Source: an optimization exercise on an open RTL-to-GDS flow (aim: small area). Production flows keep margins and buffers that such runs may drop.
Function was checked by simulation only, so behaviour that the tests miss may differ from the original.
No activity file was given, so power comes from the tool's default toggle rates. The flow treats the clock pin as an ideal source, which a real chip does not have.

## filters
module filters
(
	CLK,
	RST,
	HSync,
	VDE,
	Display,
	RGBin,
	Threshold,
	ProcessOut,
	DisplayOut
);
Size: ~3100 cells after synthesis, ~67 I/O pins.
clock: 12.0 ns
lec_check: 0
cap_margin: 20
core_margin: 2
core_utilization: 70
place_density: 0.8
slew_margin: 20
standard.sh (not shown) runs the stock make flow with config.mk's settings and CLKGATE_MAP_FILE= SYNTH_SCRIPT=/design/flow/synth_recipe.tcl, a recipe that flattens the netlist after the stock synthesis.
==> flow/flow/run.sh <==
#!/bin/bash
set -euo pipefail
export BUFFER_PORTS_ARGS="-buffer_cell sky130_fd_sc_hd__buf_1"
export CTS_ARGS="-sink_clustering_enable -repair_clock_nets -buf_list sky130_fd_sc_hd__clkbuf_16 -sink_clustering_size 36 -sink_clustering_max_diameter 60"
bash standard.sh > standard.log 2>&1
Next try:
==> flow/run.sh (new file) <==
#!/bin/bash
# synth_recipe.tcl (not shown) runs the flow's synth.tcl, then flattens the netlist and writes it again
# the make line also repeats each setting of config.mk as NAME=value (left out here)
make -C /OpenROAD-flow-scripts/flow DESIGN_CONFIG=/design/flow/config.mk WORK_HOME=/design/flow/orfs CLKGATE_MAP_FILE= SYNTH_SCRIPT=/design/flow/synth_recipe.tcl finish
- CAP_MARGIN: 20 -> 0
- CTS_BUF_LIST: unset -> sky130_fd_sc_hd__clkbuf_16
- CTS_CLUSTER_DIAMETER: unset -> 80
- CTS_CLUSTER_SIZE: unset -> 30
- SLEW_MARGIN: 20 -> 0
removed: flow/flow/run.sh
removed: flow/standard.sh
What happened: Synthesized area is unchanged. Register-to-register slack improves by 0.27 ns. Maximum frequency decreases by about 6.5%. Via count drops by 0.62%. Final area fell by about 0.43%. Sequential share of layout area went up by 0.29 points.
Next try:
- CAP_MARGIN: 0 -> 20
- SLEW_MARGIN: 0 -> 20
Result: The changed run completed without violations; wire length hardly moves; first-iteration DRC count goes up by 6.5%; clock skew hardly moves.
Next try:
==> flow/flow/run.sh (new file) <==
#!/bin/bash
# The standard layout, with the ports buffered by the smallest buffer cell
# instead of the one buffer_ports picks by default.
set -euo pipefail
export BUFFER_PORTS_ARGS="-buffer_cell sky130_fd_sc_hd__buf_1"
bash standard.sh > standard.log 2>&1
==> flow/standard.sh (new file) <==
#!/bin/bash
# synth_recipe.tcl (not shown) runs the flow's synth.tcl, then flattens the netlist and writes it again
# the make line also repeats each setting of config.mk as NAME=value (left out here)
make -C /OpenROAD-flow-scripts/flow DESIGN_CONFIG=/design/flow/config.mk WORK_HOME=/design/flow/orfs CLKGATE_MAP_FILE= SYNTH_SCRIPT=/design/flow/synth_recipe.tcl "${@:-finish}"
removed: flow/run.sh
Result:
- The new run completed with no timing, DRC or antenna violations
- synthesized cell count does not change
- wire length came out lower by 0.51%
- clock-buffer cell count went down by 2
- die area is unchanged
- non-clock buffer count climbs by 1
- via count climbs by 0.57%
- worst setup slack improved by 0.76 ns
- core utilization came out lower by 0.80 points
- design area drops by 1.1%

========
willow:
filters, a different RTL version from the one above (not shown whole).
Size: ~2800 cells after synthesis, roughly 67 I/O pins, about 35000 um^2 of cells after synthesis.
==> flow/config.mk <==
export PLATFORM = sky130hd
export DESIGN_NAME = filters
export DESIGN_NICKNAME = filters
export VERILOG_FILES = /design/flow/design.v
export SDC_FILE = /design/flow/constraint.sdc
export NUM_CORES = 4
export LEC_CHECK = 0
export CAP_MARGIN = 10
export CORE_MARGIN = 2
export CORE_UTILIZATION = 70
export PLACE_DENSITY = 0.8
export SLEW_MARGIN = 10
==> flow/constraint.sdc <==
create_clock -name core_clock -period 12.0 [get_ports {CLK}]
set_input_delay 2.4000 -clock core_clock [delete_from_list [all_inputs] [get_ports {CLK}]]
set_output_delay 2.4000 -clock core_clock [all_outputs]
set_load 0.01 [all_outputs]
==> flow/flow/run.sh <==
#!/bin/bash
# The standard layout (standard.sh) with three changes:
#  - after the standard synthesis, the combinational logic is mapped again
#    by ABC for area (flow/reopt.tcl); the flip-flops are left as they are;
#  - the ports are buffered with the smallest buffer cell, buf_1, instead of
#    the cell buffer_ports picks by default;
#  - clock tree synthesis puts up to 33 flip-flops (within 90 um) on each
#    leaf clkbuf_16, uses clkbuf_8 for the root and the few buffers above
#    the leaves, and inserts no dummy loads.
# Each tool's full output goes to a log file in this folder (synth.log,
# reopt.log, equiv.log, standard.log); ORFS writes each step's own log under orfs/logs/.
set -euo pipefail
export BUFFER_PORTS_ARGS="-buffer_cell sky130_fd_sc_hd__buf_1"
export CTS_ARGS="-sink_clustering_enable -repair_clock_nets -buf_list sky130_fd_sc_hd__clkbuf_16 -sink_clustering_size 35 -sink_clustering_max_diameter 100 -root_buf sky130_fd_sc_hd__clkbuf_8 -tree_buf sky130_fd_sc_hd__clkbuf_8 -dont_use_dummy_load"
bash standard.sh synth > synth.log 2>&1
R=orfs/results/$FLOW_PLATFORM/filters/base
cp $R/1_2_yosys.v standard_synth.v
export REOPT_LIB=$FLOW_HOME/platforms/$FLOW_PLATFORM/lib/sky130_fd_sc_hd__tt_025C_1v80.lib
export REOPT_IN=$PWD/standard_synth.v
export REOPT_OUT=$PWD/reopt.v
export REOPT_ABC=$PWD/flow/area.abc
export DONT_USE_CELLS="$(sed -n '/DONT_USE_CELLS += /,/^#/p' $FLOW_HOME/platforms/$FLOW_PLATFORM/config.mk | grep -o 'sky130_fd_sc_hd__[a-z0-9_]*' | tr '\n' ' ')"
# The re-mapped netlist replaces the standard one only if it is proven
# equivalent to it (flow/equiv.tcl).
if yosys -c flow/reopt.tcl > reopt.log 2>&1 && yosys -c flow/equiv.tcl > equiv.log 2>&1; then
  cp reopt.v $R/1_2_yosys.v
  touch $R/1_2_yosys.v
  rm -f $R/1_synth.odb $R/1_synth.sdc
fi
bash standard.sh > standard.log 2>&1
==> flow/flow/equiv.tcl <==
# Prove that the re-mapped netlist (REOPT_OUT) does what the standard
# synthesis netlist (REOPT_IN) does: both are read with the liberty cell
# functions, and their flip-flops are paired by name.
yosys -import
set lib $::env(REOPT_LIB)
read_liberty -ignore_miss_func $lib
read_verilog $::env(REOPT_IN)
yosys rename $::env(FLOW_TOP) gold
read_verilog $::env(REOPT_OUT)
yosys rename $::env(FLOW_TOP) gate
flatten gold gate
opt_clean
equiv_make gold gate equiv
hierarchy -top equiv
equiv_simple -seq 2
equiv_induct
equiv_status -assert
Other scripts of this flow, unchanged in this note and not shown: flow/flow/area.abc, flow/flow/reopt.tcl
Input changes introduced in xenon (baseline for comparison: willow):
-- flow/flow/run.sh --
<<< willow, line 11
# reopt.log, equiv.log, standard.log); ORFS writes each step's own log under orfs/logs/.
set -euo pipefail
export BUFFER_PORTS_ARGS="-buffer_cell sky130_fd_sc_hd__buf_1"
export CTS_ARGS="-sink_clustering_enable -repair_clock_nets -buf_list sky130_fd_sc_hd__clkbuf_16 -sink_clustering_size 35 -sink_clustering_max_diameter 100 -root_buf sky130_fd_sc_hd__clkbuf_8 -tree_buf sky130_fd_sc_hd__clkbuf_8 -dont_use_dummy_load"
bash standard.sh synth > synth.log 2>&1
R=orfs/results/$FLOW_PLATFORM/filters/base
>>> xenon, line 11
# reopt.log, equiv.log, standard.log); ORFS writes each step's own log under orfs/logs/.
set -euo pipefail
export RECOVER_POWER=100
export BUFFER_PORTS_ARGS="-buffer_cell sky130_fd_sc_hd__buf_1"
export CTS_ARGS="-sink_clustering_enable -repair_clock_nets -buf_list sky130_fd_sc_hd__clkbuf_16 -sink_clustering_size 33 -sink_clustering_max_diameter 90 -root_buf sky130_fd_sc_hd__clkbuf_8 -tree_buf sky130_fd_sc_hd__clkbuf_8 -dont_use_dummy_load"
bash standard.sh synth > synth.log 2>&1
R=orfs/results/$FLOW_PLATFORM/filters/base
[summary]
Every stage of xenon finished as expected; the final checks, on the other hand, flagged max-capacitance violations, max-slew violations, which means the layout fails. The number of design-rule violations left by the first detailed-router iteration of xenon and that of willow are within noise of each other. Delta (xenon minus willow): total wirelength of the detailed-routed design decreased by about 0.4% relative to the old numbers; post-placement cell area comparable; fraction of layout instances using a drive strength above 1 went down 0.35 points. Diff xenon..willow | post-route DRC violation count | negligible. Against willow, xenon comes in 1495 higher on max-slew violation count. Looking at final critical-path required period across xenon and willow, the one that comes out higher is willow.
#### Input delta (harbor over xenon)
==> flow/flow/run.sh <==
#!/bin/bash
# The standard layout (standard.sh) with three changes:
#  - after the standard synthesis, the combinational logic is mapped again
#    by ABC for area (flow/reopt.tcl); the flip-flops are left as they are;
#  - the ports are buffered with the smallest buffer cell, buf_1, instead of
#    the cell buffer_ports picks by default;
#  - clock tree synthesis puts up to 33 flip-flops (within 90 um) on each
#    leaf clkbuf_16, uses clkbuf_8 for the root and the few buffers above
#    the leaves, and inserts no dummy loads.
# Each tool's full output goes to a log file in this folder (synth.log,
# reopt.log, standard.log); ORFS writes each step's own log under orfs/logs/.
set -euo pipefail
export BUFFER_PORTS_ARGS="-buffer_cell sky130_fd_sc_hd__buf_1"
export CTS_ARGS="-sink_clustering_enable -repair_clock_nets -buf_list sky130_fd_sc_hd__clkbuf_16 -sink_clustering_size 33 -sink_clustering_max_diameter 90 -root_buf sky130_fd_sc_hd__clkbuf_8 -tree_buf sky130_fd_sc_hd__clkbuf_8 -dont_use_dummy_load"
bash standard.sh synth > synth.log 2>&1
R=orfs/results/$FLOW_PLATFORM/filters/base
cp $R/1_2_yosys.v standard_synth.v
export REOPT_LIB=$FLOW_HOME/platforms/$FLOW_PLATFORM/lib/sky130_fd_sc_hd__tt_025C_1v80.lib
export REOPT_IN=$PWD/standard_synth.v
export REOPT_OUT=$PWD/reopt.v
export REOPT_ABC=$PWD/flow/area.abc
export DONT_USE_CELLS="$(sed -n '/DONT_USE_CELLS += /,/^#/p' $FLOW_HOME/platforms/$FLOW_PLATFORM/config.mk | grep -o 'sky130_fd_sc_hd__[a-z0-9_]*' | tr '\n' ' ')"
yosys -c flow/reopt.tcl > reopt.log 2>&1
cp reopt.v $R/1_2_yosys.v
touch $R/1_2_yosys.v
rm -f $R/1_synth.odb $R/1_synth.sdc
bash standard.sh > standard.log 2>&1
removed: flow/flow/equiv.tcl
## What came out
- harbor completed; timing, DRC and antenna clean
- Diff xenon -> harbor: core utilization was more or less identical, upper clock frequency limit went down by about 0.33%.
- Comparing harbor with xenon, the global-route usage over all layers came out essentially unchanged.
- Instance count after placement with tap cells included: xenon vs harbor identical
- The critical path data arrival time of harbor is higher than that of xenon.
- Compared with xenon, harbor shows post-synthesis to final-layout area growth higher by 0.17 points.
- Any difference in hold slack between xenon and harbor is small enough to ignore.
- Diff xenon..harbor | cell-internal power | negligible
- Final area of xenon is on par with harbor.
- Status: proportion of power drawn by the clock network parity (xenon, harbor)
- Setup slack in harbor is smaller than in xenon.

[port drivers added, routing unchanged]
How much do the figures lean on ideal ports? The routed layouts below were timed once more, with nothing changed but the port constraints. Step 1 sets driving cells, clkbuf_16 on the clock port and buf_2 on the other inputs (assumed; they add their load-dependent delay and slew). Step 2 also shifts input and output timing later by t, the mid clock arrival at the registers, as if the neighbouring blocks saw the same clock. Slacks: ideal / step 1 / step 2; pairs: ideal / step 1.
run	t (ns)	setup slack, ns	worst register clock-pin slew, ns
the first run of note 1	0.690	1.208 / 1.178 / 1.178	0.12 / 0.12
the second run of note 1	0.667	0.453 / 0.413 / 0.413	0.11 / 0.11
the third run of note 1	0.664	0.458 / 0.418 / 0.418	0.11 / 0.11
the fourth run of note 1	0.667	1.213 / 1.183 / 1.183	0.11 / 0.11
willow	0.727	0.620 / 0.596 / 0.596	0.12 / 0.12
xenon	0.755	0.633 / 0.609 / 0.609	0.12 / 0.12
harbor	0.754	0.596 / 0.572 / 0.572	0.12 / 0.12
